What follows belongs to an exercise in optimizing a design on an open flow for small area, a short achievable clock period and few clock cycles; a production flow would make more cautious choices. Where RTL was checked, it was by simulation tests only, not by an equivalence proof against the original. Power is estimated from default activity; no workload was simulated.

==> flow/design.v <==
module calc(
    input clk,
    input rst_n,
    input [7:0] num,
    input [2:0] op,
    input start,
    output [15:0] result,
    output [15:0] display_val,
    output [2:0] led_op,
    output stop
);
localparam ADD = 3'd6;
localparam SUB = 3'd5;
localparam MUL = 3'd4;
localparam DIV = 3'd1;
localparam ENT = 3'd2;
localparam CLR = 3'd3;
reg [15:0] a, b, r;
reg [2:0]  o;           
reg        stp;         
reg        busy;        
reg        show_b, show_r;
reg [3:0]  cnt;         
reg        algn;        
reg        fix;         
reg        sg;          
reg        bneg;        
wire ph = |o;
assign result = r;
assign display_val = show_b ? b : (show_r ? r : a);
assign led_op = o;
assign stop = stp;
wire is_add = (o == ADD);
wire is_sub = (o == SUB);
wire is_mul = (o == MUL);
wire is_div = (o == DIV);
wire div_run = busy & is_div & ~fix;
wire sel_a = (~busy & (is_add | is_sub | is_div)) | div_run;
wire inv_a = ~busy & is_div & a[15];
wire sel_r = busy & (is_mul | fix);
wire y_en  = is_add | is_sub | (is_mul & a[0]) | div_run;
wire y_inv = (~busy & is_sub) | (div_run & ~bneg);
wire ci    = y_inv | inv_a | (busy & fix);
wire [15:0] x = sel_a ? (a ^ {16{inv_a}}) : (sel_r ? r : 16'd0);
wire [15:0] y = (b & {16{y_en}}) ^ {16{y_inv}};
wire [15:0] s;
wire        co;
rca #(16) u_add(.x(x), .y(y), .ci(ci), .s(s), .co(co));
wire [15:0] cur = ph ? b : a;
wire [15:0] c10;
rca #(13) u_x10(.x(cur[12:0]), .y(cur[14:2]), .ci(1'b0), .s(c10[15:3]), .co());
assign c10[2:0] = {cur[1:0], 1'b0};
wire [7:0] hi1 = c10[15:8] + 8'd1;
wire [7:0] lo;
wire       c8;
cla8 u_lo(.x(c10[7:0]), .y(num), .s(lo), .co(c8));
wire [15:0] dg = {c8 ? hi1 : c10[15:8], lo};
wire [15:0] pm;         
assign pm[15] = a[15];
genvar gi;
generate
    for (gi = 14; gi >= 0; gi = gi - 1) begin : g_pm
        assign pm[gi] = pm[gi+1] | a[gi];
    end
endgenerate
wire fits = y[15] & (y[14] | ~bneg) & ~|(~y[14:0] & ~pm[15:1]) & ~&cnt;
wire req    = start & ~stp & ~busy;
wire q_dig  = req & (op == 3'd0);
wire q_clr  = req & (op == CLR);
wire q_ent  = req & (op == ENT) & ph;
wire q_opk  = req & (op == ADD || op == SUB || op == MUL || op == DIV) & ~ph;
wire mul_last = ~|a[15:1];
wire b_mul   = busy & is_mul;
wire b_fix   = busy & is_div & fix;
wire b_shift = div_run & algn & fits;
wire b_step  = div_run & ~(algn & fits);
wire last    = b_step & (cnt == 4'd0);
wire done    = (b_mul & mul_last) | b_fix | (last & ~sg);
wire e_mul = q_ent & is_mul;
wire e_div = q_ent & is_div;
wire e_as  = q_ent & (is_add | is_sub);
wire a_dg  = q_dig & ~ph;
wire a_s   = e_div | (b_step & co & ~last);
wire a_sh  = e_mul | b_mul;
wire a_clr = q_clr | e_as | last;
wire a_hld = ~(a_dg | a_s | a_sh | a_clr);
wire b_dg  = q_dig & ph;
wire b_shl = e_mul | b_mul | b_shift;
wire b_shr = b_step;
wire b_clr = q_clr | q_opk;
wire b_hld = ~(b_dg | b_shl | b_shr | b_clr);
wire r_s   = e_as | e_mul | b_mul | b_fix;
wire r_sh  = b_step;
wire r_ini = e_div;
wire r_clr = q_clr;
wire r_hld = ~(r_s | r_sh | r_ini | r_clr);
wire sgn = a[15] ^ b[15];
always @(posedge clk) begin
    if (~rst_n) begin
        a <= 0; b <= 0; r <= 0;
    end else begin
        a <= ({16{a_dg}} & dg) | ({16{a_s}} & s) |
             ({16{a_sh}} & {1'b0, a[15:1]}) | ({16{a_hld}} & a);
        b <= ({16{b_dg}} & dg) | ({16{b_shl}} & {b[14:0], 1'b0}) |
             ({16{b_shr}} & {bneg, b[15:1]}) | ({16{b_hld}} & b);
        r <= ({16{r_s}} & s) | ({16{r_sh}} & {r[14:0], co ^ sg}) |
             {16{r_ini & sgn}} | ({16{r_hld}} & r);
    end
end
always @(posedge clk) begin
    if (~rst_n) begin
        o <= 0; stp <= 0; busy <= 0; show_b <= 0; show_r <= 0;
        cnt <= 0; algn <= 0; fix <= 0; sg <= 0; bneg <= 0;
    end else begin
        if (stp & ~start) stp <= 0;
        if (req | done) stp <= 1;
        if ((e_mul & ~mul_last) | e_div) begin busy <= 1; stp <= 0; end
        if (done) busy <= 0;
        if (q_opk) o <= op;
        if (q_clr | e_as | (e_mul & mul_last) | done) o <= 0;
        if (q_dig) begin show_b <= ph; show_r <= 0; end
        if (q_clr | q_ent) begin show_b <= 0; show_r <= 1; end
        if (e_div) begin
            sg <= sgn; bneg <= b[15];
            cnt <= 0; algn <= 1; fix <= 0;
        end
        if (b_shift) cnt <= cnt + 4'd1;
        if (b_step) begin
            algn <= 0;
            cnt <= cnt - 4'd1;
            if (cnt == 4'd0 && sg) fix <= 1;
        end
        if (b_fix) fix <= 0;
    end
end
endmodule
module rca #(parameter W = 16) (
    input  [W-1:0] x,
    input  [W-1:0] y,
    input          ci,
    output [W-1:0] s,
    output         co
);
wire [W:0] c;
assign c[0] = ci;
assign co = c[W];
genvar i;
generate
    for (i = 0; i < W; i = i + 1) begin : g
        assign s[i] = x[i] ^ y[i] ^ c[i];
        assign c[i+1] = (x[i] & y[i]) | (c[i] & (x[i] ^ y[i]));
    end
endgenerate
endmodule
module cla8 (
    input  [7:0] x,
    input  [7:0] y,
    output [7:0] s,
    output       co
);
wire [7:0] g0 = x & y;
wire [7:0] p0 = x ^ y;
wire [7:0] g1, p1, g2, p2, g3;
assign g1[0] = g0[0];                 assign p1[0] = p0[0];
genvar i;
generate
    for (i = 1; i < 8; i = i + 1) begin : l1
        assign g1[i] = g0[i] | (p0[i] & g0[i-1]);
        assign p1[i] = p0[i] & p0[i-1];
    end
    for (i = 0; i < 2; i = i + 1) begin : l2a
        assign g2[i] = g1[i]; assign p2[i] = p1[i];
    end
    for (i = 2; i < 8; i = i + 1) begin : l2
        assign g2[i] = g1[i] | (p1[i] & g1[i-2]);
        assign p2[i] = p1[i] & p1[i-2];
    end
    for (i = 0; i < 4; i = i + 1) begin : l3a
        assign g3[i] = g2[i];
    end
    for (i = 4; i < 8; i = i + 1) begin : l3
        assign g3[i] = g2[i] | (p2[i] & g2[i-4]);
    end
endgenerate
assign s = p0 ^ {g3[6:0], 1'b0};
assign co = g3[7];
endmodule
==> flow/config.mk <==
export PLATFORM = sky130hd
export DESIGN_NAME = calc
export DESIGN_NICKNAME = calc
export VERILOG_FILES = /design/flow/design.v
export SDC_FILE = /design/flow/constraint.sdc
export NUM_CORES = 4
export LEC_CHECK = 0
export CAP_MARGIN = 20
export CORE_MARGIN = 2
export CORE_UTILIZATION = 40
export PLACE_DENSITY = 0.6
export SLEW_MARGIN = 20
==> flow/constraint.sdc <==
create_clock -name core_clock -period 55.0 [get_ports {clk}]
set_input_delay 11.0000 -clock core_clock [delete_from_list [all_inputs] [get_ports {clk}]]
set_output_delay 11.0000 -clock core_clock [all_outputs]
set_load 0.01 [all_outputs]
run.sh (not shown) runs the stock make flow with config.mk's settings and CLKGATE_MAP_FILE= SYNTH_SCRIPT=/design/flow/synth_recipe.tcl, a recipe that flattens the netlist after the stock synthesis.
Then changed:
==> flow/flow/run.sh (new file) <==
#!/bin/bash
# Layout flow: the standard flow, unchanged (keeps copies of the standard flow's scripts for reference).
cp standard.sh standard_sh.log
cp synth_recipe.tcl synth_recipe_tcl.log
cp config.mk config_mk.log
bash standard.sh > standard.log 2>&1
==> flow/standard.sh (new file) <==
#!/bin/bash
# synth_recipe.tcl (not shown) runs the flow's synth.tcl, then flattens the netlist and writes it again
# the make line also repeats each setting of config.mk as NAME=value (left out here)
make -C /OpenROAD-flow-scripts/flow DESIGN_CONFIG=/design/flow/config.mk WORK_HOME=/design/flow/orfs CLKGATE_MAP_FILE= SYNTH_SCRIPT=/design/flow/synth_recipe.tcl "${@:-finish}"
removed: flow/run.sh
Final area stays the same.
Die area is unchanged.
Fmax does not change.
Via count stays the same.
No run of this note included a check of the RTL's function; only the layout flow was run.

---

Another version of the RTL of calc (not shown whole).
Size: ~63 flip-flops, about 50 I/O pins, about 5300 µm² of cells after synthesis.
Settings: LEC_CHECK=0, CAP_MARGIN=20, CORE_MARGIN=2, CORE_UTILIZATION=70, PLACE_DENSITY=0.8, SLEW_MARGIN=20; clock period 55.0 ns.
standard.sh (not shown) runs the stock make flow with config.mk's settings and CLKGATE_MAP_FILE= SYNTH_SCRIPT=/design/flow/synth_recipe.tcl, a recipe that flattens the netlist after the stock synthesis.
==> flow/flow/run.sh <==
#!/bin/bash
# Layout flow: the standard flow with small port buffers, a clock tree of
# small buffers without dummy loads, and timing repair that aims for slack
# well above zero. Each tool's output is in standard.log.
bash standard.sh \
  "BUFFER_PORTS_ARGS=-buffer_cell sky130_fd_sc_hd__buf_2" \
  "CTS_ARGS=-sink_clustering_enable -repair_clock_nets -dont_use_dummy_load -buf_list sky130_fd_sc_hd__clkbuf_4" \
  "SETUP_SLACK_MARGIN=42.5" \
  finish > standard.log 2>&1
Testbench counts at the start, summed over its fixed seeds: cycles 28,086.
Rerun with:
==> flow/flow/run.sh (replaced) <==
#!/bin/bash
# Layout flow: the standard flow with small port buffers and a clock
# tree of small buffers without dummy loads. Each tool's output is in standard.log.
bash standard.sh \
  "BUFFER_PORTS_ARGS=-buffer_cell sky130_fd_sc_hd__buf_2" \
  "CTS_ARGS=-sink_clustering_enable -repair_clock_nets -dont_use_dummy_load -buf_list sky130_fd_sc_hd__clkbuf_4" \
  finish > standard.log 2>&1
Routed wire length went down by 5.6%.
Setup slack loses 0.87 ns.
Power falls by 2.2%.
Register-to-register slack got worse by 0.11 ns.
Design area decreases by 5.3%.
Clock skew decreases by 0.0076 ns.
Cell count decreases by 1.3%.
Synthesized cell count does not change.
Rerun with:
--- a/flow/flow/run.sh
+++ b/flow/flow/run.sh
@@ -5 +5 @@
-  "BUFFER_PORTS_ARGS=-buffer_cell sky130_fd_sc_hd__buf_2" \
+  "BUFFER_PORTS_ARGS=-buffer_cell sky130_fd_sc_hd__buf_1" \
--- a/flow/config.mk
+++ b/flow/config.mk
@@ -10,2 +10,2 @@
-export CORE_UTILIZATION = 70
-export PLACE_DENSITY = 0.8
+export CORE_UTILIZATION = 80
+export PLACE_DENSITY = 0.88
The changed run finished with timing, DRC and antenna clean; hold slack gains 0.020 ns; synthesized area is unchanged; worst setup slack loses 0.22 ns; sequential share of layout area went up by 0.24 points; design area went down by 1.3%; sequential cell count does not change; count of clock-buffer cells in the layout stays the same.
Rerun with:
==> flow/run.sh (new file) <==
#!/bin/bash
# synth_recipe.tcl (not shown) runs the flow's synth.tcl, then flattens the netlist and writes it again
# the make line also repeats each setting of config.mk as NAME=value (left out here)
make -C /OpenROAD-flow-scripts/flow DESIGN_CONFIG=/design/flow/config.mk WORK_HOME=/design/flow/orfs CLKGATE_MAP_FILE= SYNTH_SCRIPT=/design/flow/synth_recipe.tcl finish
--- a/flow/config.mk
+++ b/flow/config.mk
@@ -10,2 +10,2 @@
-export CORE_UTILIZATION = 80
-export PLACE_DENSITY = 0.88
+export CORE_UTILIZATION = 70
+export PLACE_DENSITY = 0.8
removed: flow/flow/run.sh
removed: flow/standard.sh
Result:
- The changed run finished clean
- setup slack loses 0.27 ns
- count of clock-buffer cells in the layout increases by 2
- routed wire length decreases slightly
- non-clock buffer count decreases by 2
- hold slack loses 0.025 ns
- die area increases by roughly a tenth

---

Another version of the RTL of calc (not shown whole).
Size in the first run: roughly 670 cells after synthesis, about 62 flip-flops, about 50 I/O pins, roughly 5200 sq um of cells after synthesis.
==> flow/config.mk <==
export PLATFORM = sky130hd
export DESIGN_NAME = calc
export DESIGN_NICKNAME = calc
export VERILOG_FILES = /design/flow/design.v
export SDC_FILE = /design/flow/constraint.sdc
export NUM_CORES = 4
export LEC_CHECK = 0
export CAP_MARGIN = 20
export CORE_MARGIN = 2
export CORE_UTILIZATION = 70
export PLACE_DENSITY = 0.8
export SLEW_MARGIN = 45
==> flow/constraint.sdc <==
create_clock -name core_clock -period 55.0 [get_ports {clk}]
set_input_delay 11.0000 -clock core_clock [delete_from_list [all_inputs] [get_ports {clk}]]
set_output_delay 11.0000 -clock core_clock [all_outputs]
set_load 0.01 [all_outputs]
==> flow/flow/run.sh <==
#!/bin/bash
# Layout flow: the standard flow with small port buffers and a clock
# tree of small buffers without dummy loads. Each tool's output is in standard.log.
bash standard.sh \
  "BUFFER_PORTS_ARGS=-buffer_cell sky130_fd_sc_hd__buf_2" \
  "CTS_ARGS=-sink_clustering_enable -repair_clock_nets -dont_use_dummy_load -buf_list sky130_fd_sc_hd__clkbuf_8" \
  finish > standard.log 2>&1
Testbench counts at the start, summed over its fixed seeds: cycles 28,309.
==> next run, changes <==
==> flow/flow/run.sh (replaced) <==
#!/bin/bash
# Layout flow: the standard flow with small port buffers and a clock
# tree without dummy loads: a clkbuf_8 root and clkbuf_4 leaves driving
# small clusters of flip-flops. Each tool's output is in standard.log.
bash standard.sh \
  "BUFFER_PORTS_ARGS=-buffer_cell sky130_fd_sc_hd__buf_2" \
  "CTS_ARGS=-sink_clustering_enable -sink_clustering_size 6 -repair_clock_nets -dont_use_dummy_load -root_buf sky130_fd_sc_hd__clkbuf_8 -buf_list sky130_fd_sc_hd__clkbuf_4" \
  finish > standard.log 2>&1
--- a/flow/config.mk
+++ b/flow/config.mk
@@ -12 +12 @@
-export SLEW_MARGIN = 45
+export SLEW_MARGIN = 20
After rerunning:
- sequential power stays flat
- setup slack gets better by 0.063 ns
- final area decreases by 0.41%
- register-to-register slack gets worse by 0.86 ns
- cell count is unchanged
- global-route usage decreases by 0.21 points
==> next run, changes <==
==> flow/flow/run.sh (replaced) <==
#!/bin/bash
# Layout flow: the standard flow with small port buffers and a clock
# tree of small buffers without dummy loads. Each tool's output is in standard.log.
bash standard.sh \
  "BUFFER_PORTS_ARGS=-buffer_cell sky130_fd_sc_hd__buf_2" \
  "CTS_ARGS=-sink_clustering_enable -repair_clock_nets -dont_use_dummy_load -buf_list sky130_fd_sc_hd__clkbuf_8" \
  finish > standard.log 2>&1
--- a/flow/config.mk
+++ b/flow/config.mk
@@ -10,2 +10,2 @@
-export CORE_UTILIZATION = 70
-export PLACE_DENSITY = 0.8
+export CORE_UTILIZATION = 60
+export PLACE_DENSITY = 0.7
What happened: The new run went through all stages and came out clean; fmax is lower by 1.3%; worst setup slack gets worse by 0.17 ns; synthesized area is unchanged; clock power grows by about 2%; hold slack is about the same; sequential share of layout area stays flat; power grows by 0.65%.
==> next run, changes <==
--- a/flow/config.mk
+++ b/flow/config.mk
@@ -7,0 +8 @@
+export ABC_AREA = 1
@@ -10,2 +11,2 @@
-export CORE_UTILIZATION = 60
-export PLACE_DENSITY = 0.7
+export CORE_UTILIZATION = 70
+export PLACE_DENSITY = 0.8
After rerunning: Non-clock buffer count is unchanged; final area came out higher by 3.3%; fmax came out higher by 1.3%.
==> next run, changes <==
--- a/flow/config.mk
+++ b/flow/config.mk
@@ -8 +7,0 @@
-export ABC_AREA = 1
@@ -11,0 +11 @@
+export GPL_TIMING_DRIVEN = 1
Die area goes down by a few percent.
Via count goes down by roughly a tenth.
Maximum frequency is about the same.
Register-to-register slack is worse by 0.77 ns.
Worst hold slack is better by 0.014 ns.
Combinational power goes up by about a fifth.
Non-clock buffer count stays the same.
Final cell count goes down by about a fifth.
First-iteration DRC count goes down by a quarter to a third.
Routed wire length goes down by a few percent.

---

calc again, from the RTL that the note above started with.
Design calc, start of the top module:
module calc(
    input clk,
    input rst_n,
    input [7:0] num,
    input [2:0] op,
    input start,
    output [15:0] result,
    output [15:0] display_val,
    output [2:0] led_op,
    output stop
);
export LEC_CHECK = 0
export CAP_MARGIN = 50
export CORE_MARGIN = 2
export CORE_UTILIZATION = 70
export PLACE_DENSITY = 0.8
export SLEW_MARGIN = 20
create_clock -name core_clock -period 55.0 [get_ports {clk}]
==> flow/flow/run.sh <==
#!/bin/bash
# Layout flow: the standard flow with small port buffers and a clock
# tree of small buffers without dummy loads. Each tool's output is in standard.log.
bash standard.sh \
  "BUFFER_PORTS_ARGS=-buffer_cell sky130_fd_sc_hd__buf_2" \
  "CTS_ARGS=-sink_clustering_enable -repair_clock_nets -dont_use_dummy_load -buf_list sky130_fd_sc_hd__clkbuf_8" \
  finish > standard.log 2>&1
The baseline finished with timing, DRC and antenna clean.
Testbench counts at the start, summed over its fixed seeds: cycles 28,309.
Then changed:
- CAP_MARGIN: 50 -> 20
Outcome:
- die area stays the same
- fmax stays flat
- worst setup slack degrades by 9.2 ps
- via count went up by 0.89%
- first-iteration DRC count went up by 2.4%
- worst hold slack improves by 5.9 ps
- total power went up by 0.30%
- utilization went down by 0.90 points
- flip-flop and latch count does not change

-- port drivers added, routing unchanged --
How much do the figures lean on ideal ports? The routed layouts below were timed once more, with nothing changed but the port constraints. Step 1, drivers: a clkbuf_16 drives clk and a buf_2 each remaining input, both assumed. Step 2 moves the port delays by t, midway between the first and last clock arrival at a register: inputs arrive t later, outputs are due t later. That takes back most of the time a late clock gives input paths. Slacks: no drivers / after step 1 / after step 2; pairs: no drivers / after step 1.
run	shift t [ns]	setup slack, ns	latest minus earliest clock arrival (ns)	cell pins on the clock port's net
the first run of note 1	0.378	41.484 / 41.492 / 41.114	0.008 / 0.008	1
the second run of note 1	0.378	41.484 / 41.492 / 41.114	0.008 / 0.008	1
the first run of note 2	0.447	42.481 / 42.469 / 42.022	0.036 / 0.036	1
the second run of note 2	0.438	41.612 / 41.618 / 41.180	0.028 / 0.029	1
the third run of note 2	0.441	41.396 / 41.403 / 40.962	0.032 / 0.032	1
the fourth run of note 2	0.379	41.123 / 41.125 / 40.746	0.011 / 0.012	1
the first run of note 3	0.381	41.782 / 41.796 / 41.416	0.018 / 0.019	1
the second run of note 3	0.378	41.846 / 41.860 / 41.482	0.026 / 0.026	1
the third run of note 3	0.377	41.677 / 41.695 / 41.318	0.034 / 0.034	1
the fourth run of note 3	0.378	41.851 / 41.862 / 41.484	0.026 / 0.026	1
the fifth run of note 3	0.378	41.846 / 41.860 / 41.482	0.026 / 0.026	1
the first run of note 4	0.377	41.855 / 41.869 / 41.492	0.028 / 0.028	1
the second run of note 4	0.378	41.846 / 41.860 / 41.482	0.026 / 0.026	1
After both steps every run listed still meets setup and hold. The setup slack of the first run of note 2, which loses most, moves by -0.012 ns with the drivers and by -0.459 ns with both steps.
